Context: an optimization exercise on an open-source flow, tuned for a short achievable clock period and few clock cycles per item. The choices shown serve that exercise and are no tape-out recipe. RTL that was checked went through simulation tests only; none was proved equivalent to the original. Only the layout flow was run in runs 1, 2 and 5; the RTL was not checked for function there. Power figures rest on the tool's default switching activity, not on a simulated workload.

--- design.v ---
module cpu (
   prog_addr, mem_control, equal, mem_addr, mem_data_in, request_rom,
   request_ram,
   clk, rst, opcode, ab_select, op_addr, mem_data_out
   );
input clk, rst;
input [3:0] opcode;
input ab_select;
input [7:0] op_addr;
input [7:0] mem_data_out;
output reg [11:0] prog_addr;
output reg mem_control;
output reg equal;
output reg [11:0] mem_addr;
output reg [7:0] mem_data_in;
output reg request_rom, request_ram;
localparam store = 4'b0100;
localparam load  = 4'b0011;
localparam add   = 4'b1001;
localparam sub   = 4'b1010;
localparam and_  = 4'b0010;
localparam or_   = 4'b0001;
localparam equal_op = 4'b0101;
localparam L = 5;        
localparam H = 8 - L;    
function [8:0] slice;    
    input [7:0] x, y;
    input cin, arith, sb, an;
    input integer w;
    reg [7:0] yy, p, g, t;
    reg [8:0] c;
    reg prod;
    integer i, j, k;
    begin
        yy = y ^ {8{sb}};
        p = x ^ yy;
        g = x & yy & {8{arith}};
        t = arith ? p : (an ? (x & y) : (x | y));
        c = 9'b0;
        c[0] = cin;
        for (i = 1; i <= 8; i = i + 1) begin
            prod = cin;
            for (j = 0; j < 8; j = j + 1)
                if (j < i) prod = prod & p[j];
            c[i] = prod;
            for (k = 0; k < 8; k = k + 1) begin
                if (k < i) begin
                    prod = g[k];
                    for (j = 0; j < 8; j = j + 1)
                        if (j > k && j < i) prod = prod & p[j];
                    c[i] = c[i] | prod;
                end
            end
        end
        slice = 9'b0;
        slice[7:0] = t ^ c[7:0];
        slice[8] = c[w];
    end
endfunction
reg [L-1:0] a_lo, b_lo;
reg [H-1:0] a_hi, b_hi;
reg s1_w, s1_sel, s1_wa, s1_wb, s1_arith, s1_sub, s1_and;
reg s2_wa, s2_wb, s2_la, s2_lb, s2_arith, s2_sub, s2_and, s2_c;
reg st_pend, st_sel;
wire dv     = !equal && !st_pend;
wire is_ld  = (opcode == load);
wire is_st  = (opcode == store);
wire is_alu = (opcode == add) || (opcode == sub) || (opcode == and_) || (opcode == or_);
wire is_eq  = (opcode == equal_op);
wire hazard = dv && is_st && s1_w && (s1_sel == ab_select);
wire [L-1:0] a_lo_eff = s2_la ? mem_data_out[L-1:0] : a_lo;
wire [L-1:0] b_lo_eff = s2_lb ? mem_data_out[L-1:0] : b_lo;
wire [8:0] lo = slice({{H{1'b0}}, a_lo_eff}, {{H{1'b0}}, b_lo_eff}, s1_sub, s1_arith, s1_sub, s1_and, L);
wire [L-1:0] r_lo = lo[L-1:0];
wire [L-1:0] a_lo_next = s1_wa ? r_lo : a_lo_eff;
wire [L-1:0] b_lo_next = s1_wb ? r_lo : b_lo_eff;
wire [8:0] hi = slice({{L{1'b0}}, a_hi}, {{L{1'b0}}, b_hi}, s2_c, s2_arith, s2_sub, s2_and, H);
wire [H-1:0] r_hi = hi[H-1:0];
wire [H-1:0] a_hi_next = s2_la ? mem_data_out[7:L] : s2_wa ? r_hi : a_hi;
wire [H-1:0] b_hi_next = s2_lb ? mem_data_out[7:L] : s2_wb ? r_hi : b_hi;
wire st_r = st_pend ? st_sel : ab_select;
wire st_w  = st_r ? s2_wb : s2_wa;
wire st_l  = st_r ? s2_lb : s2_la;
wire [H-1:0] st_hi_old = st_l ? mem_data_out[7:L] : (st_r ? b_hi : a_hi);
always @(posedge clk) begin
    mem_addr    <= st_pend ? mem_addr : {4'b0, op_addr};
    mem_data_in <= {st_w ? r_hi : st_hi_old, st_r ? b_lo_eff : a_lo_eff};
    mem_control <= !st_pend && is_ld;
    s1_sel   <= ab_select;
    s1_arith <= opcode[3];
    s1_sub   <= opcode[3] && opcode[1];
    s1_and   <= opcode[1];
    s2_arith <= s1_arith;
    s2_sub   <= s1_sub;
    s2_and   <= s1_and;
    s2_c     <= lo[8];
    st_sel   <= ab_select;
    if (!rst) begin
        prog_addr   <= 12'b0;
        request_rom <= 1'b1;
        request_ram <= 1'b0;
        equal <= 1'b0;
        a_lo <= 0;
        a_hi <= 0;
        b_lo <= 0;
        b_hi <= 0;
        s1_w  <= 1'b0;
        s1_wa <= 1'b0;
        s1_wb <= 1'b0;
        s2_wa <= 1'b0;
        s2_wb <= 1'b0;
        s2_la <= 1'b0;
        s2_lb <= 1'b0;
        st_pend <= 1'b0;
    end else begin
        prog_addr   <= hazard ? prog_addr : prog_addr + 12'd1;
        request_rom <= 1'b1;
        request_ram <= (dv && (is_ld || (is_st && !hazard))) || st_pend;
        equal <= equal || (dv && is_eq);
        a_lo <= a_lo_next;
        a_hi <= a_hi_next;
        b_lo <= b_lo_next;
        b_hi <= b_hi_next;
        s1_w  <= dv && (is_alu || is_ld);
        s1_wa <= dv && is_alu && !ab_select;
        s1_wb <= dv && is_alu &&  ab_select;
        s2_wa <= s1_wa;
        s2_wb <= s1_wb;
        s2_la <= s1_w && !s1_wa && !s1_wb && !s1_sel;
        s2_lb <= s1_w && !s1_wa && !s1_wb &&  s1_sel;
        st_pend <= hazard;
    end
end
endmodule
--- run.sh ---
#!/bin/bash
# synth_recipe.tcl (not shown) runs the flow's synth.tcl, then flattens the netlist and writes it again
# the make line also repeats each setting of config.mk as NAME=value (left out here)
make -C /OpenROAD-flow-scripts/flow DESIGN_CONFIG=/design/flow/config.mk WORK_HOME=/design/flow/orfs CLKGATE_MAP_FILE= SYNTH_SCRIPT=/design/flow/synth_recipe.tcl finish
--- config.mk ---
export PLATFORM = sky130hd
export DESIGN_NAME = cpu
export DESIGN_NICKNAME = cpu
export VERILOG_FILES = /design/flow/design.v
export SDC_FILE = /design/flow/constraint.sdc
export NUM_CORES = 4
export LEC_CHECK = 0
export ABC_CLOCK_PERIOD_IN_PS = 1500
export CAP_MARGIN = 20
export CORE_MARGIN = 2
export CORE_UTILIZATION = 40
export PLACE_DENSITY = 0.6
export SETUP_SLACK_MARGIN = 2.4
export SLEW_MARGIN = 20
export TNS_END_PERCENT = 100
--- constraint.sdc ---
create_clock -name core_clock -period 4.0 [get_ports {clk}]
set_input_delay 0.8000 -clock core_clock [delete_from_list [all_inputs] [get_ports {clk}]]
set_output_delay 0.8000 -clock core_clock [all_outputs]
set_load 0.01 [all_outputs]
==> results.toml, run 1 <==
[outcome]
status = "finished clean"

[cts]
clockBufferDepth = 2
cts_tree = "yes"
cts-root-buf = "clkbuf_8"
holdBufCountCts = 0
cts_sinks = 63
htree_levels = 3
path_clk_slew_ns = 0.07
clock_latency_ns = 0.33
numCtsBuffers = 9

[die]
row_count = 31
die_w_um = 91.7
die_y_um = 91.7
initial_utilization_pct = 41.9
design.die.area_um2 = 8400
ioPinCount = 59
coreArea_um2 = 7330

[final_layout]
antenna_cells = 0
fin_cells = 534
drive_gt1_share_pct = 44.4
fin_nets = 461
syn2layout_area_growth_pct = 52.6
final.fill_count = 557
final_cell_area_um2 = 4690

[route]
avgViaCountPerCell = 5.22
drt_iter0_drc = 91
ant_nets = 0
firstDrtPassIters = 4
wirelength_mm = 8.28
drc = 0
num_vias = 2789
wire_per_inst_um = 15.5

[timing]
rsz0062_at_grt = "yes"
finalCritPeriodShare_pct = 52.4
setup_viol = 0
whs_ns = 0.465
tightestPinTransition_ns = 0.606
relSlewSlack_pct = 59.6
fmax_ghz = 0.477
slew_violations = 0
worst_slack_ns = 1.90
hold_violations = 0
finalSetupTns_ns = 0
finClkSkew_ns = 0.00639
fin_crit_ns = 2.10

[global_routing]
grt_pass1_vias = 2696
grt-ovfl-total = 0
grtUsageTotal_pct = 19.9
grt_pass1_wl_mm = 13.2
antenna_found_initial = 0
grt_max_degree = 16

[yosys]
yosysTopAreaCell = "dfxtp_1"
synthTopCellsByArea = "dfxtp_1 36%, edfxtp_1 7.8%, mux2i_1 6.2%"
ys.flop_type = "dfxtp_1"
synthDistinctLibCells = 57
synth.cell_area_um2 = 3070
syn_avg_cell_area_um2 = 9.40
async_flop_share_pct = 0
ys_ff_latch = 63
synth_commonest_cells = "55 x dfxtp_1, 25 x nor2_1, 20 x nand2_1, 19 x mux2i_1, 18 x o21ai_0"
seq_area_frac_synth_pct = 43.6
syn_inst = 327
synth_top_area_share_pct = 35.8
ys_warn_count = 1
yosysMostFrequentCell = "dfxtp_1"
synth_edf_count = 8

[critical_path]
crit_path_start_kind = "input pin"
crit_buf_inv = 2
worstPathMaxFanout = 4
path_class = "input pin to register"
cpMaxStageDelayCell = "a221o_1"
path_cells = "dlygate4sd2_1 > mux2i_2 > inv_1 > ha_1 > o22a_1 > a221o_1"
cp.required_ns = 4.22
ff2ff_setup_slack_ns = 1.92
arrival_ns = 2.31
cp_slowest_stage_delay_ns = 0.34
crit_family = "compound AO/OA/AOI/OAI gates"
endpoint_kind = "register"

[placed_design]
dp_hpwl_mm = 5.09
port_buffers = 53
place_inst = 465
gp_congestion = 0.839
place_area_um2 = 3780
dp_slack_ns = 1.00

[worst_hold_path]
worstHoldPathType = "register to register"

[pwr]
ir_worst_vdd_v = 0.000184
p_per_area_nw_per_um2 = 311
p_leak_nw = 1.95

[flow_run]
cap_viol_max_count = 0
==> flip-flops by register name (all words and copies together), names as in the netlist, 3 cells and up <==
signal       cells
a_lo             5
a_hi             3
mem_addr         8
b_lo             5
mem_data_in      8
prog_addr       12
b_hi             3
==> path summary, 6_finish.rpt <==
kind	start	endpoint	depth (start not counted)
max	mem_data_out[3]	a_lo[3]	6
min reg2reg	s1_w	s2_la	2
min	s1_w	s2_la	2
max reg2reg	s2_lb	a_lo[3]	8
==> logic make-up (layout without fill, tap and decap cells) <==
family | Yosys count | after routing | share of synthesized area [%]
AO/OA/AOI/OAI | 68 | 68 | 14.9
buffers and inverters | 35 | 140 | 5.29
multiplexers | 20 | 20 | 6.55
XOR/XNOR | 23 | 23 | 6.55
flip-flops | 63 | 63 | 43.6
other | 2 | 5 | 0.244
AND/OR/NAND/NOR | 102 | 102 | 17.6
adder cells (fa/ha/maj) | 14 | 14 | 5.21
==> worst reg2reg max path, stage by stage, from the launching register on <==
cell and delay [ns]:
dfxtp_4 0.46, mux2i_4 0.29, xnor2_2 0.11, ha_4 0.30, o21ai_2 0.06, o21ai_2 0.23
buf_4 0.14, nor2_1 0.03, a221o_1 0.35
==> area by class of cell <==
class	count	area (um^2)	share of cell area, %
sequential	63	1390	29.7
timing repair inverter	1	5.00	0.107
timing repair buffer	108	973	20.8
inverter	15	60.1	1.28
tap	99	124	2.64
clock inverter	5	48.8	1.04
multi-input combinational	232	1950	41.7
clock buffer	11	131	2.80
==> per-layer routing <==
| layer | GRT usage [%] | vias up | wire (um) |
|---|---|---|---|
| met2 | 32.1 | 71 | 4000 |
| met1 | 26.0 | 1322 | 3750 |
| met3 | 4.68 | 12 | 398 |
| li1 | - | 1384 | - |
| met5 | 0 | - | 0 |
| met4 | 7.07 | 0 | 128 |
==> report_power, final <==
part | switching (mW) | leakage [nW] | internal, mW | total (mW)
Sequential | 0.0256 | 0.546 | 0.660 | 0.686
Clock | 0.235 | 0.0945 | 0.283 | 0.518
Combinational | 0.117 | 1.31 | 0.139 | 0.256
==> stage by stage <==
stage,utilization (%),power [mW]
2_1_floorplan,-,0.814
3_3_place_gp,51.5,0.887
3_5_place_dp,51.5,0.889
4_1_cts,59.9,1.44
5_1_grt,64.0,1.52
6_report,64.0,1.46
==> timing repair <==
item / 4_1_cts / 5_1_grt
setup endpoints to repair: 74 / 55
resized for setup: 244 / 46
pin swaps: 34 / 42
gates cloned: 2 / 0
setup buffers: 39 / 12
==> cell usage in the layout, fill, tap and decap left out, drive strengths merged, types with 3 or more instances in the layout <==
cell,instances
xor2,11
clkbuf,11
xnor2,12
a211o,3
nor3b,3
conb,5
nand3,12
a22oi,4
and2,5
a31oi,4
maj3,6
nor2,25
a311o,3
clkinv,4
inv,14
or3,5
nor4b,4
dfxtp,55
a21oi,16
buf,94
mux2i,19
o21ai,18
nor4,3
nor3,5
nand4,5
ha,8
clkdlybuf4s50,11
nand2,21
edfxtp,8
a22o,4
==> run 2: changes to the inputs <==
--- a/design.v
+++ b/design.v
@@ -21,7 +21,7 @@
 localparam and_  = 4'b0010;
 localparam or_   = 4'b0001;
 localparam equal_op = 4'b0101;
-localparam L = 5;        
+localparam L = 3;        
 localparam H = 8 - L;    
 function [8:0] slice;    
     input [7:0] x, y;
==> run 2 against run 1 <==
Highest routed layer unchanged. Register-to-register slack gained 0.03 ns. Global-route usage down 0.52 points. First-iteration DRC count down 1.1%. Still clean on timing, DRC and antenna. Critical path type unchanged. Non-clock buffer count decreased by 9. Via count fell by 3.2%. Largest power group unchanged. Count of clock-buffer cells in the layout grew 1. Largest cell class unchanged. Hold slack worse by 0.0027 ns.
==> results.toml, run 2 <==
[final_layout]
final_common_cell = "buf_4"
layout_common_cells = "35 x buf_4, 34 x dfxtp_1, 25 x buf_6"
final.fill_count = 587
fin_cells = 515
regMostFlops = "prog_addr"
largest_register_ffs = 12
syn2layout_area_growth_pct = 48.1
fin_nets = 442
finish.utilization_pct = 62.1
top_regs = "prog_addr: 12 flops, mem_addr: 8 flops, mem_data_in: 8 flops"
drive_gt1_share_pct = 41.1
final_cell_area_um2 = 4550
antenna_cells = 0

[route]
avgViaCountPerCell = 5.24
num_vias = 2699
drc = 0
firstDrtPassIters = 4
wirelength_mm = 8.10
drt_iter0_drc = 90
wire_per_inst_um = 15.7
ant_nets = 0

[global_routing]
antenna_found_initial = 0
grt_pass1_vias = 2563
grtUsageTotal_pct = 19.4
grt-ovfl-total = 0
grt_pass1_wl_mm = 12.9
grt_max_degree = 16

[timing]
slew_violations = 0
finalSetupTns_ns = 0
whs_ns = 0.462
finClkSkew_ns = 0.00857
hold_violations = 0
setup_viol = 0
fmax_ghz = 0.468
rsz0062_at_grt = "yes"
worst_slack_ns = 1.86
finalCritPeriodShare_pct = 53.4
fin_crit_ns = 2.14

[flow_run]
cap_viol_max_count = 0

[cts]
holdBufCountCts = 0
numCtsBuffers = 9
path_clk_slew_ns = 0.07
cts-root-buf = "clkbuf_8"
htree_levels = 3
clock_latency_ns = 0.33
clockBufferDepth = 2
cts_tree = "yes"
cts_sinks = 63

[yosys]
synth_top_area_share_pct = 35.8
synth_top_family_by_area = "simple AND/OR/NAND/NOR gates"
synth-simple-area-share_pct = 17.4
ys_ff_latch = 63
syn_inst = 317
synth.cell_area_um2 = 3070
synth_edf_count = 8
ys.flop_type = "dfxtp_1"
synthAdderAreaFrac_pct = 5.21
seq_area_frac_synth_pct = 43.7
synthDistinctLibCells = 50
syn_avg_cell_area_um2 = 9.69
yosysTopAreaCell = "dfxtp_1"
synth_compound_area_share_pct = 13.8
synth.area.mux_share_pct = 7.13
synth_xor_area_share_pct = 7.98
yosysMostFrequentCell = "dfxtp_1"
async_flop_share_pct = 0
synth_commonest_cells = "55 x dfxtp_1, 26 x nor2_1, 19 x mux2i_1, 15 x xnor2_1, 14 x a21oi_1"
synthTopCellsByArea = "dfxtp_1 36%, edfxtp_1 7.8%, mux2i_1 6.2%"
ys_warn_count = 1

[worst_hold_path]
worstHoldPathType = "register to register"

[placed_design]
place_inst = 455
dp_hpwl_mm = 5.03
gp_congestion = 0.851
dp_slack_ns = 1.03
place_area_um2 = 3760
port_buffers = 53

[critical_path]
path_class = "input pin to register"
worstPathMaxFanout = 6
cp.required_ns = 4.20
arrival_ns = 2.34
path_cells = "buf_8 > mux2i_4 > xnor2_2 > ha_1 > a22o_1 > a22o_4 > and3_4 > mux2i_1 > o311ai_1"
crit_path_start_kind = "input pin"
endpoint_kind = "register"
cp_slowest_stage_delay_ns = 0.32
cpMaxStageDelayCell = "ha_1"

[outcome]
status = "finished clean"

[pwr]
p_per_area_nw_per_um2 = 321
p_leak_nw = 1.98
ir_worst_vdd_v = 0.000206
power_mw = 1.46

[die]
design.die.area_um2 = 8400
row_count = 31
die_w_um = 91.6
coreArea_um2 = 7330
die_y_um = 91.6
ioPinCount = 59
initial_utilization_pct = 41.9
## run 2: changes by cell type after synthesis, sizes merged, moves of 4 or more
cell    before  now
a31oi        4    8
a22o         4    8
nand4        5    9
nand2b       2    8
nand2       21    7
nor3b        3    9
buf         13    8
clkbuf       7   11
o21ai       18   13
nand3       12    4
## run 2: cells by family after synthesis
group           count (synthesis)
compound gates                 63
xor+xnor                       28
fa+ha+maj                      14
buf+inv                        31
flops                          63
mux                            21
other cells                     2
simple gates                   95
## run 2: what timing repair did
| action | in CTS | in global routing |
|---|---|---|
| endpoints found under the setup margin | 76 | 58 |
| cloned | 2 | 0 |
| resized for setup | 232 | 31 |
| buffers inserted | 37 | 5 |
| pin swaps | 21 | 31 |
## run 2: worst paths after layout
kind / slack [ns] / startpoint / cells after the start / to
max: 1.86 / mem_data_out[0] / 9 / b_lo[2]
min: 0.46 / s1_and / 0 / s2_and
max reg2reg: 1.95 / s2_lb / 8 / b_lo[2]
min reg2reg: 0.46 / s1_and / 0 / s2_and
## run 2: power breakdown
| group | switching [mW] | internal, mW |
|---|---|---|
| clock network | 0.236 | 0.302 |
| registers | 0.0239 | 0.663 |
| logic | 0.108 | 0.126 |
| total | 0.368 | 1.09 |
## run 2: critical path, delay by kind of cell
| kind | cells | cell delay (ns) |
|---|---|---|
| buffers and inverters | 1 | 0.10 |
| AND/OR/NAND/NOR | 1 | 0.15 |
| AO/OA/AOI/OAI | 3 | 0.57 |
| XOR/XNOR | 1 | 0.09 |
| multiplexers | 2 | 0.30 |
| adder cells (fa/ha/maj) | 1 | 0.32 |
## run 2: area by class of cell
type	count	area (um^2)	area share, %
Clock buffer	12	145	3.19
Sequential cell	63	1380	30.4
Inverter	12	48.8	1.07
Tap cell	99	124	2.72
Clock inverter	4	45.0	0.990
Timing Repair Buffer	99	907	19.9
Multi-Input combinational cell	226	1900	41.7
## run 2: routing by layer
| metal | global-route usage, % | up-vias | share of wire [%] |
|---|---|---|---|
| met5 | 0 | - | 0 |
| met3 | 3.29 | 16 | 3.3 |
| met1 | 25.5 | 1313 | 45 |
| li1 | - | 1316 | - |
| met4 | 7.45 | 0 | 2.0 |
| met2 | 31.7 | 54 | 50 |
==> run 3: changes to the inputs <==
--- a/design.v
+++ b/design.v
@@ -21,7 +21,7 @@
 localparam and_  = 4'b0010;
 localparam or_   = 4'b0001;
 localparam equal_op = 4'b0101;
-localparam L = 3;        
+localparam L = 2;        
 localparam H = 8 - L;    
 function [8:0] slice;    
     input [7:0] x, y;
==> run 3 against run 2 <==
Sequential power is essentially flat. Hold slack worse by 0.078 ns. Power hardly changed. Worst setup slack better by 0.29 ns. Still clean. Critical path type is now register to register. Largest cell class unchanged. Synthesized area is 0.24% lower. Register-to-register slack better by 0.20 ns. Routed wire length fell by 6.7%.
==> results.toml, run 3 <==
[pwr]
p_seq_share_pct = 47.0
ir_worst_vdd_v = 0.000269
power_frac_clock_pct = 37.4
p_leak_nw = 1.77
p_int_mw = 1.09
power.net_switching_mw = 0.364
p_per_area_nw_per_um2 = 327
pwr-share-comb_pct = 15.6
swShare_pct = 25.0

[flow_run]
cap_viol_max_count = 0

[critical_path]
path_class = "register to register"
ff2ff_setup_slack_ns = 2.15
endpoint_kind = "register"
crit_buf_inv = 0
cp_slowest_stage_delay_ns = 0.38
cp.required_ns = 4.21
cpMaxStageDelayCell = "dfxtp_4"
arrival_ns = 2.06
crit_path_start_kind = "register"
path_cells = "xor2_1 > ha_1 > a22o_4 > o2bb2ai_4 > a21oi_2 > xnor2_2 > mux2i_1"
crit_family = "compound AO/OA/AOI/OAI gates"
r2r_start = "s2_sub"
r2r_end = "mem_data_in[6]"
worstPathMaxFanout = 6
reg2regPathDepth = 7

[final_layout]
largest_register_ffs = 12
regMostFlops = "prog_addr"
final.fill_count = 634
drive_gt1_share_pct = 39.2
syn2layout_area_growth_pct = 45.4
fin_nets = 439
top_regs = "prog_addr: 12 flops, mem_addr: 8 flops, mem_data_in: 8 flops"
final_common_cell = "buf_4"
layout_common_cells = "37 x buf_4, 36 x dfxtp_1, 19 x buf_6"
antenna_cells = 0

[global_routing]
grt_util_met3_pct = 4.40
grt_pass1_vias = 2561
antenna_found_initial = 0
use_met1_pct = 24.1
grt-busiest-layer = "met2"
grt_max_degree = 20
grt.met2_usage_pct = 31.2
grt_pass1_wl_mm = 12.6
grt-ovfl-total = 0
grtUsageTotal_pct = 19.1

[timing]
hold_violations = 0
whs_ns = 0.385
finClkSkew_ns = 0.00526
slew_violations = 0
fmax_ghz = 0.542
fin_crit_ns = 1.85
rsz0062_at_grt = "yes"
finalSetupTns_ns = 0
finalCritPeriodShare_pct = 46.1
setup_viol = 0

[route]
ant_nets = 0
firstDrtPassIters = 5
wire_per_inst_um = 14.8
avgViaCountPerCell = 5.22
num_vias = 2673
drt_iter0_drc = 41
drc = 0
wirelength_mm = 7.55

[yosys]
ys.flop_type = "dfxtp_1"
syn_inst = 322
synthTopCellsByArea = "dfxtp_1 36%, edfxtp_1 7.8%, xnor2_1 4.3%"
yosysTopAreaCell = "dfxtp_1"
ys_warn_count = 1
synth.cell_area_um2 = 3060
seq_area_frac_synth_pct = 43.8
async_flop_share_pct = 0
synthDistinctLibCells = 52
synth_edf_count = 8
yosysMostFrequentCell = "dfxtp_1"
ys_ff_latch = 63
syn_avg_cell_area_um2 = 9.52
synth_commonest_cells = "55 x dfxtp_1, 25 x o21ai_0, 21 x a21oi_1, 19 x nor2_1, 15 x xnor2_1"
synth_top_area_share_pct = 35.9

[cts]
cts_tree = "yes"
numCtsBuffers = 9
holdBufCountCts = 0
cts-root-buf = "clkbuf_8"
htree_levels = 3
path_clk_slew_ns = 0.07
clock_latency_ns = 0.33
cts_sinks = 63
clockBufferDepth = 2

[outcome]
status = "finished clean"

[worst_hold_path]
min_path_cells = 0
hp-start = "s1_and"
worstHoldPathType = "register to register"
hold-path-endpoint = "s2_and"

[die]
design.die.area_um2 = 8380
initial_utilization_pct = 41.8
die_y_um = 91.5
ioPinCount = 59
coreArea_um2 = 7330
die_w_um = 91.5
row_count = 31

[placed_design]
port_buffers = 53
gp_congestion = 0.796
dp_hpwl_mm = 5.20
## run 3: changes by cell type after synthesis, moves of 4 or more
cell,change
o211ai_1,+5
inv_1,-4
nand4_1,-5
a21oi_1,+7
o21ai_0,+12
nor2_1,-7
mux2i_1,-7
## run 3: power groups by stage
stage / sequential (mW) / combinational, mW / clock (mW)
after floorplan: 0.700 / 0.116 / 0
after global placement: 0.704 / 0.184 / 0
after detailed placement: 0.705 / 0.187 / 0
after CTS: 0.687 / 0.211 / 0.558
after global routing: 0.689 / 0.249 / 0.591
final: 0.686 / 0.228 / 0.545
## run 3: worst register-to-register path: stages (launching register included)
cell       delay, ns
dfxtp_4         0.38
xor2_1          0.17
ha_1            0.32
a22o_4          0.26
o2bb2ai_4       0.13
a21oi_2         0.17
xnor2_2         0.17
mux2i_1         0.11
## run 3: area by class of cell
cell class,count,area (um^2),share of cell area [%]
well taps,99,124,2.78
repair buffers,92,802,18.0
clock inverters,2,10.0,0.225
multi-input cells,232,1890,42.5
flip-flops and latches,63,1380,31.0
inverters,10,51.3,1.15
clock buffers,14,194,4.35
## run 3: worst max-delay path by stage
stage | startpoint | end | slack, ns | cells after the start
2_1_floorplan | mem_data_out[0] | a_lo[1] | 2.07 | 6
3_3_place_gp | ab_select | mem_data_in[7] | 1.23 | 5
3_5_place_dp | ab_select | mem_data_in[7] | 1.22 | 5
4_1_cts | s2_sub | mem_data_in[6] | 2.15 | 7
5_1_grt | s2_sub | a_hi[3] | 2.07 | 8
6_report | s2_sub | mem_data_in[6] | 2.15 | 7
## run 3: logic make-up after synthesis
kind of cell / Yosys count / synth area share, %
xor+xnor: 25 / 7.15
fa+ha+maj: 14 / 5.23
simple gates: 89 / 16.7
compound gates: 84 / 16.9
mux: 15 / 5.47
other cells: 2 / 0.245
buf+inv: 30 / 4.49
flops: 63 / 43.8
## run 3: stage by stage
stage	power, mW	utilization, %	setup slack [ns]	std cells	instance area [um^2]
detailed placement	0.892	51.5	1.22	458	3780
global placement	0.888	51.5	1.23	458	3780
CTS	1.46	58.3	2.15	504	4270
floorplan	0.816	-	2.07	325	3240
global route	1.53	60.8	2.07	512	4460
finish	1.46	60.8	2.15	512	4460
## run 3: timing repair
item                       4_1_cts  5_1_grt
cloned                           0        0
resized for setup              231       30
pin swaps                       16       19
setup endpoints to repair       78       57
setup buffers                   30        8
## run 3: per-layer routing
metal,vias up,part of all wire [%]
li1,1339,-
met1,1277,46
met2,49,50
met3,8,3.8
met4,0,1.0
met5,-,0
Testbench counts of run 3, summed over its fixed seeds: cycles 66,392, instructions 58,115.
==> run 4: changes to the inputs <==
--- a/config.mk
+++ b/config.mk
@@ -10,6 +10,6 @@
 export CORE_MARGIN = 2
 export CORE_UTILIZATION = 40
 export PLACE_DENSITY = 0.6
-export SETUP_SLACK_MARGIN = 2.4
+export SETUP_SLACK_MARGIN = 2.2
 export SLEW_MARGIN = 20
 export TNS_END_PERCENT = 100
==> run 4 against run 3 <==
Sequential cell count did not move. Maximum frequency fell by 0.31%. Sequential share of layout area rose by 1.1 points. Utilization is 2.6 points lower. Critical path type unchanged. Power shrank 3.6%. Critical path depth did not move. Design area is 4.2% lower.
==> results.toml, run 4 <==
[cts]
clock_latency_ns = 0.34
htree_levels = 3
cts_tree = "yes"
cts-root-buf = "clkbuf_8"
clockBufferDepth = 2
numCtsBuffers = 9
path_clk_slew_ns = 0.07
cts_sinks = 63

[timing]
finalSetupTns_ns = 0
tightestPinTransition_ns = 0.576
slew_violations = 0
fin_crit_ns = 1.85
finalCritPeriodShare_pct = 46.3
hold_violations = 0
rsz0062_at_grt = "yes"
finClkSkew_ns = 0.00943
setup_viol = 0
relSlewSlack_pct = 61.5
fmax_ghz = 0.540

[yosys]
async_flop_share_pct = 0
synth.cell_area_um2 = 3060
yosysTopAreaCell = "dfxtp_1"
synth_top_area_share_pct = 35.9
yosysMostFrequentCell = "dfxtp_1"
ys_warn_count = 1
syn_avg_cell_area_um2 = 9.52
ys_ff_latch = 63
synth_commonest_cells = "55 x dfxtp_1, 25 x o21ai_0, 21 x a21oi_1, 19 x nor2_1, 15 x xnor2_1"
synthDistinctLibCells = 52
ys.flop_type = "dfxtp_1"
synthTopCellsByArea = "dfxtp_1 36%, edfxtp_1 7.8%, xnor2_1 4.3%"
seq_area_frac_synth_pct = 43.8
syn_inst = 322
synth_edf_count = 8

[worst_hold_path]
worstHoldPathType = "register to register"

[route]
wire_per_inst_um = 14.8
ant_nets = 0
drc = 0
firstDrtPassIters = 5
num_vias = 2660
wirelength_mm = 7.39
drt_iter0_drc = 119
avgViaCountPerCell = 5.34

[die]
ioPinCount = 59
design.die.area_um2 = 8380
row_count = 31
initial_utilization_pct = 41.8
die_y_um = 91.5
coreArea_um2 = 7330
die_w_um = 91.5

[final_layout]
fin_cells = 498
final_common_cell = "dfxtp_1"
drive_gt1_share_pct = 28.1
fin_nets = 427
antenna_cells = 0
layout_common_cells = "39 x dfxtp_1, 23 x buf_4, 17 x nor2_1"
regMostFlops = "prog_addr"
top_regs = "prog_addr: 12 flops, mem_addr: 8 flops, mem_data_in: 8 flops"
syn2layout_area_growth_pct = 39.3
largest_register_ffs = 12

[flow_run]
cap_viol_max_count = 0

[critical_path]
cp.required_ns = 4.22
path_class = "register to register"
arrival_ns = 2.07
endpoint_kind = "register"
crit_path_start_kind = "register"
worstPathMaxFanout = 5

[global_routing]
grt_pass1_wl_mm = 12.1
antenna_found_initial = 0
grt_max_degree = 20
grtUsageTotal_pct = 18.4
grt-ovfl-total = 0
grt_pass1_vias = 2506

[pwr]
p_per_area_nw_per_um2 = 330
p_leak_nw = 1.70
ir_worst_vdd_v = 0.000231

[placed_design]
port_buffers = 53
dp_hpwl_mm = 5.02
place_inst = 458
gp_congestion = 0.811

[outcome]
status = "finished clean"
==> run 4: worst paths after layout <==
check                             from      end  slack, ns  cells past startpoint
worst max-delay path            s2_sub  b_hi[5]       2.15                      7
worst min register to register  s1_and   s2_and       0.40                      0
worst max register to register  s2_sub  b_hi[5]       2.15                      7
worst min-delay path            s1_and   s2_and       0.40                      0
==> run 4: final cells by class <==
type | instances | area [um^2]
flip-flops and latches | 63 | 1370
repair buffers | 80 | 718
clock inverters | 1 | 5.00
multi-input cells | 232 | 1830
fillers | 640 | 3060
inverters | 10 | 50.0
well taps | 99 | 124
clock buffers | 13 | 169
==> run 4: cell families (layout without fill, tap and decap cells) <==
logic type / Yosys count / after routing / synth area share (%)
xor gates and xnor gates: 25 / 25 / 7.15
other: 2 / 5 / 0.245
muxes: 15 / 15 / 5.47
buffers and inverters: 30 / 104 / 4.49
DFF: 63 / 63 / 43.8
adders and majority gates: 14 / 14 / 5.23
AOI/OAI and AO/OA: 84 / 84 / 16.9
and+or+nand+nor: 89 / 89 / 16.7
==> run 4: what timing repair did <==
item / in CTS / in global routing
endpoints found under the setup margin: 71 / 45
pin swaps: 32 / 27
gates resized for setup: 120 / 50
gates cloned: 1 / 0
hold endpoints to repair: 0 / 0
buffers inserted: 13 / 12
hold buffers: 0 / 0
==> run 4: critical path, cell delays in order, from the launching register on <==
cell       delay [ns]
dfxtp_4          0.37
xor2_1           0.16
ha_1             0.32
a22o_4           0.27
o2bb2ai_4        0.15
a21oi_2          0.18
xnor2_2          0.16
o21ai_1          0.10
==> run 4: through the flow <==
step           instance area (um^2)  hold slack (ns)  power [mW]  utilization [%]  worst slack, ns
4_1_cts                        4080            0.391        1.40             55.6             2.13
6_report                       4270            0.395        1.41             58.2             2.15
3_3_place_gp                   3710            0.395       0.883             50.6             1.32
3_5_place_dp                   3710            0.388       0.884             50.6             1.30
2_1_floorplan                  3150            0.329       0.807                -             2.07
5_1_grt                        4270            0.403        1.47             58.2             2.09
==> run 4: routing by layer <==
metal,track usage (%),routed length (um),vias up
met4,9.22,199,0
met2,27.8,3310,95
met3,4.40,401,17
met1,24.6,3480,1230
li1,-,-,1318
met5,0,0,-
==> run 4: where the power goes <==
part	internal [mW]	leakage (nW)	switching, mW
clock network	0.268	0.0914	0.229
logic	0.115	1.06	0.104
registers	0.665	0.542	0.0254
total	1.05	1.70	0.359
==> run 5: changes to the inputs <==
--- a/design.v
+++ b/design.v
@@ -62,12 +62,20 @@
 reg s1_w, s1_sel, s1_wa, s1_wb, s1_arith, s1_sub, s1_and;
 reg s2_wa, s2_wb, s2_la, s2_lb, s2_arith, s2_sub, s2_and, s2_c;
 reg st_pend, st_sel;
+reg use_sk, sk_ld, sk_st, sk_alu, sk_eq, sk_sel, sk_arith, sk_sub, sk_and;
+reg [7:0] sk_addr;
+wire in_ld  = (opcode == load);
+wire in_st  = (opcode == store);
+wire in_alu = (opcode == add) || (opcode == sub) || (opcode == and_) || (opcode == or_);
+wire in_eq  = (opcode == equal_op);
 wire dv     = !equal && !st_pend;
-wire is_ld  = (opcode == load);
-wire is_st  = (opcode == store);
-wire is_alu = (opcode == add) || (opcode == sub) || (opcode == and_) || (opcode == or_);
-wire is_eq  = (opcode == equal_op);
-wire hazard = dv && is_st && s1_w && (s1_sel == ab_select);
+wire is_ld  = use_sk ? sk_ld  : in_ld;
+wire is_st  = use_sk ? sk_st  : in_st;
+wire is_alu = use_sk ? sk_alu : in_alu;
+wire is_eq  = use_sk ? sk_eq  : in_eq;
+wire sel    = use_sk ? sk_sel : ab_select;
+wire [7:0] addr = use_sk ? sk_addr : op_addr;
+wire hazard = dv && !use_sk && in_st && s1_w && (s1_sel == ab_select);
 wire [L-1:0] a_lo_eff = s2_la ? mem_data_out[L-1:0] : a_lo;
 wire [L-1:0] b_lo_eff = s2_lb ? mem_data_out[L-1:0] : b_lo;
 wire [8:0] lo = slice({{H{1'b0}}, a_lo_eff}, {{H{1'b0}}, b_lo_eff}, s1_sub, s1_arith, s1_sub, s1_and, L);
@@ -78,18 +86,27 @@
 wire [H-1:0] r_hi = hi[H-1:0];
 wire [H-1:0] a_hi_next = s2_la ? mem_data_out[7:L] : s2_wa ? r_hi : a_hi;
 wire [H-1:0] b_hi_next = s2_lb ? mem_data_out[7:L] : s2_wb ? r_hi : b_hi;
-wire st_r = st_pend ? st_sel : ab_select;
+wire st_r = st_pend ? st_sel : sel;
 wire st_w  = st_r ? s2_wb : s2_wa;
 wire st_l  = st_r ? s2_lb : s2_la;
 wire [H-1:0] st_hi_old = st_l ? mem_data_out[7:L] : (st_r ? b_hi : a_hi);
 always @(posedge clk) begin
-    mem_addr    <= st_pend ? mem_addr : {4'b0, op_addr};
+    mem_addr    <= st_pend ? mem_addr : {4'b0, addr};
     mem_data_in <= {st_w ? r_hi : st_hi_old, st_r ? b_lo_eff : a_lo_eff};
     mem_control <= !st_pend && is_ld;
-    s1_sel   <= ab_select;
-    s1_arith <= opcode[3];
-    s1_sub   <= opcode[3] && opcode[1];
-    s1_and   <= opcode[1];
+    s1_sel   <= sel;
+    s1_arith <= use_sk ? sk_arith : opcode[3];
+    s1_sub   <= use_sk ? sk_sub : (opcode[3] && opcode[1]);
+    s1_and   <= use_sk ? sk_and : opcode[1];
+    sk_ld    <= in_ld;
+    sk_st    <= in_st;
+    sk_alu   <= in_alu;
+    sk_eq    <= in_eq;
+    sk_sel   <= ab_select;
+    sk_arith <= opcode[3];
+    sk_sub   <= opcode[3] && opcode[1];
+    sk_and   <= opcode[1];
+    sk_addr  <= op_addr;
     s2_arith <= s1_arith;
     s2_sub   <= s1_sub;
     s2_and   <= s1_and;
@@ -112,8 +129,9 @@
         s2_la <= 1'b0;
         s2_lb <= 1'b0;
         st_pend <= 1'b0;
+        use_sk  <= 1'b0;
     end else begin
-        prog_addr   <= hazard ? prog_addr : prog_addr + 12'd1;
+        prog_addr   <= st_pend ? prog_addr : prog_addr + 12'd1;
         request_rom <= 1'b1;
         request_ram <= (dv && (is_ld || (is_st && !hazard))) || st_pend;
         equal <= equal || (dv && is_eq);
@@ -122,13 +140,14 @@
         b_lo <= b_lo_next;
         b_hi <= b_hi_next;
         s1_w  <= dv && (is_alu || is_ld);
-        s1_wa <= dv && is_alu && !ab_select;
-        s1_wb <= dv && is_alu &&  ab_select;
+        s1_wa <= dv && is_alu && !sel;
+        s1_wb <= dv && is_alu &&  sel;
         s2_wa <= s1_wa;
         s2_wb <= s1_wb;
         s2_la <= s1_w && !s1_wa && !s1_wb && !s1_sel;
         s2_lb <= s1_w && !s1_wa && !s1_wb &&  s1_sel;
         st_pend <= hazard;
+        use_sk  <= st_pend;
     end
 end
 endmodule
--- a/config.mk
+++ b/config.mk
@@ -10,6 +10,6 @@
 export CORE_MARGIN = 2
 export CORE_UTILIZATION = 40
 export PLACE_DENSITY = 0.6
-export SETUP_SLACK_MARGIN = 2.2
+export SETUP_SLACK_MARGIN = 2.4
 export SLEW_MARGIN = 20
 export TNS_END_PERCENT = 100
==> run 5 against run 4 <==
Still clean on timing, DRC and antenna. Utilization fell by 0.072 points. Routed wire length rose by 18%. Sequential power increased by 26%. Synthesized area up 17%. Global-route usage fell by 0.097 points. Critical path depth stayed put. Critical endpoint is now mem_data_in[7]. Largest cell class unchanged.
==> results.toml, run 5 <==
[outcome]
status = "finished clean"

[timing]
slew_violations = 0
finalCritPeriodShare_pct = 45.8
finClkSkew_ns = 0.0158
hold_violations = 0
setup_viol = 0
fmax_ghz = 0.546
finalSetupTns_ns = 0
fin_crit_ns = 1.83
rsz0062_at_grt = "yes"

[yosys]
syn_inst = 356
synth_compound_area_share_pct = 13.8
synthDistinctLibCells = 56
synth_edf_count = 8
ys.flop_type = "dfxtp_1"
ys_ff_latch = 80
synthAdderAreaFrac_pct = 4.48
synth_top_area_share_pct = 40.3
synth_top_family_by_area = "simple AND/OR/NAND/NOR gates"
synth.cell_area_um2 = 3580
synth_xor_area_share_pct = 7.10
synth.area.mux_share_pct = 8.81
synth_commonest_cells = "72 x dfxtp_1, 25 x nor2_1, 22 x a21oi_1, 17 x o21ai_0, 16 x nand2_1"
yosysTopAreaCell = "dfxtp_1"
seq_area_frac_synth_pct = 47.0
syn_avg_cell_area_um2 = 10.0
ys_warn_count = 1
async_flop_share_pct = 0
yosysMostFrequentCell = "dfxtp_1"
synth-simple-area-share_pct = 14.7
synthTopCellsByArea = "dfxtp_1 40%, edfxtp_1 6.7%, mux2_2 4.1%"

[final_layout]
drive_gt1_share_pct = 39.2
regMostFlops = "prog_addr"
largest_register_ffs = 12
final_common_cell = "dfxtp_1"
final.fill_count = 761
antenna_cells = 0
fin_nets = 477
final_cell_area_um2 = 5050
layout_common_cells = "49 x dfxtp_1, 38 x buf_4, 25 x nor2_1"
syn2layout_area_growth_pct = 41.1

[pwr]
p_per_area_nw_per_um2 = 339
p_leak_nw = 2.09
ir_worst_vdd_v = 0.000193

[global_routing]
grt-ovfl-total = 0
grt.met2_usage_pct = 32.2
grt_max_degree = 20
grt_pass1_wl_mm = 14.1
antenna_found_initial = 0
grtUsageTotal_pct = 18.3
grt-busiest-layer = "met2"
use_met1_pct = 22.1
grt_util_met3_pct = 3.12
grt_pass1_vias = 2923

[cts]
cts-root-buf = "clkbuf_8"
htree_levels = 3
numCtsBuffers = 9
cts_tree = "yes"
clock_latency_ns = 0.36
clockBufferDepth = 2
cts_sinks = 80
path_clk_slew_ns = 0.10

[route]
wirelength_mm = 8.74
ant_nets = 0
num_vias = 2943
wire_per_inst_um = 15.6
firstDrtPassIters = 4
avgViaCountPerCell = 5.26
drt_iter0_drc = 124
drc = 0

[worst_hold_path]
min_path_cells = 0
hp-start = "s1_and"
worstHoldPathType = "register to register"
hold-path-endpoint = "s2_and"

[critical_path]
r2r_end = "mem_data_in[7]"
endpoint_kind = "register"
r2r_start = "s2_sub"
arrival_ns = 2.07
path_class = "register to register"
worstPathMaxFanout = 7
reg2regPathDepth = 7
cp.required_ns = 4.24
crit_path_start_kind = "register"
ff2ff_setup_slack_ns = 2.17

[die]
die_w_um = 98.6
row_count = 34
coreArea_um2 = 8680
design.die.area_um2 = 9720
die_y_um = 98.6
initial_utilization_pct = 41.2
ioPinCount = 59

[placed_design]
gp_congestion = 0.818
port_buffers = 53
place_area_um2 = 4220
dp_hpwl_mm = 5.58

[flow_run]
cap_viol_max_count = 0
[run 5: layout make-up]
class | instances | area (um^2) | share of cell area (%)
repair buffers | 95 | 860 | 17.0
well taps | 108 | 135 | 2.68
clock inverters | 7 | 72.6 | 1.44
multi-input cells | 250 | 2080 | 41.3
flip-flops and latches | 80 | 1730 | 34.2
clock buffers | 9 | 124 | 2.45
inverters | 10 | 43.8 | 0.868
[run 5: cell families (layout without fill, tap and decap cells)]
group,count (synthesis),in the layout
other cells,2,5
fa+ha+maj,14,14
flops,80,80
xor+xnor,29,29
buf+inv,29,121
compound gates,77,77
simple gates,96,96
mux,29,29
[run 5: how the worst max path moves through the flow]
stage,from,end,slack [ns],cells after the start
6_report,s2_sub,mem_data_in[7],2.17,7
5_1_grt,s2_sub,mem_data_in[4],2.09,7
4_1_cts,s2_sub,b_hi[2],2.17,7
3_5_place_dp,ab_select,mem_data_in[3],1.33,6
3_3_place_gp,rst,b_hi[4],1.38,6
2_1_floorplan,ab_select,mem_data_in[3],2.01,5
[run 5: what timing repair did]
action | in CTS | in global routing
buffers inserted | 34 | 5
gates resized for setup | 230 | 28
cloned | 1 | 0
endpoints found under the setup margin | 80 | 61
pin swaps | 26 | 22
hold buffers | 0 | 0
[run 5: worst max-delay path, stage by stage (launching register included)]
cell and delay [ns]:
dfxtp_4 0.41, xor2_1 0.15, ha_1 0.32, a22o_4 0.27
o2bb2ai_4 0.15, a21oi_4 0.16, xnor2_2 0.16, mux2i_1 0.10
[run 5: per-layer routing]
| metal | share of wire (%) | wire (um) |
|---|---|---|
| met1 | 43 | 3750 |
| met2 | 51 | 4430 |
| met3 | 4.1 | 360 |
| met4 | 2.3 | 197 |
| met5 | 0 | 0 |
[run 5: where the power goes]
group / total (mW) / switching, mW / internal [mW]
clock network: 0.600 / 0.354 / 0.246
logic: 0.243 / 0.114 / 0.128
registers: 0.867 / 0.0276 / 0.839
total: 1.71 / 0.496 / 1.21
[run 5: per-stage QoR]
| stage | utilization, % | std cells | worst slack (ns) | hold slack, ns | total power [mW] |
|---|---|---|---|---|---|
| after CTS | 56.3 | 554 | 2.17 | 0.397 | 1.70 |
| after global routing | 58.1 | 559 | 2.09 | 0.411 | 1.78 |
| after global placement | 48.6 | 503 | 1.38 | 0.379 | 1.07 |
| after detailed placement | 48.6 | 503 | 1.33 | 0.379 | 1.07 |
| after floorplan | - | 359 | 2.01 | 0.329 | 0.996 |
| final | 58.1 | 559 | 2.17 | 0.391 | 1.71 |

[afterwards: timing with drivers on the ports]
Ports are ideal in the flow. The routed layouts listed here were re-timed in OpenROAD.
Step 1 sets driving cells, clkbuf_16 on the clock port and buf_2 on the other inputs (assumed; they add their load-dependent delay and slew).
Step 2 times the ports against the registers' clock, not the clock port: input delays grow and output delays shrink by t, the midpoint of the rising clock arrivals with the driver on.
a / b / c = ideal / step 1 / step 2; a / b = the first two.
run | t (ns) | setup slack, ns | hold slack, ns
run 1 | 0.360 | 1.905 / 1.917 / 1.556 | 0.465 / 0.465 / 0.465
run 2 | 0.362 | 1.863 / 1.850 / 1.488 | 0.462 / 0.462 / 0.462
run 3 | 0.358 | 2.155 / 2.155 / 1.884 | 0.385 / 0.385 / 0.385
run 4 | 0.367 | 2.149 / 2.149 / 1.865 | 0.395 / 0.395 / 0.395
run 5 | 0.379 | 2.170 / 2.170 / 1.882 | 0.391 / 0.391 / 0.391
After both steps setup and hold are still met in every run listed. The setup slack of run 2, which loses most, moves by -0.013 ns with the drivers and by -0.375 ns with both steps.
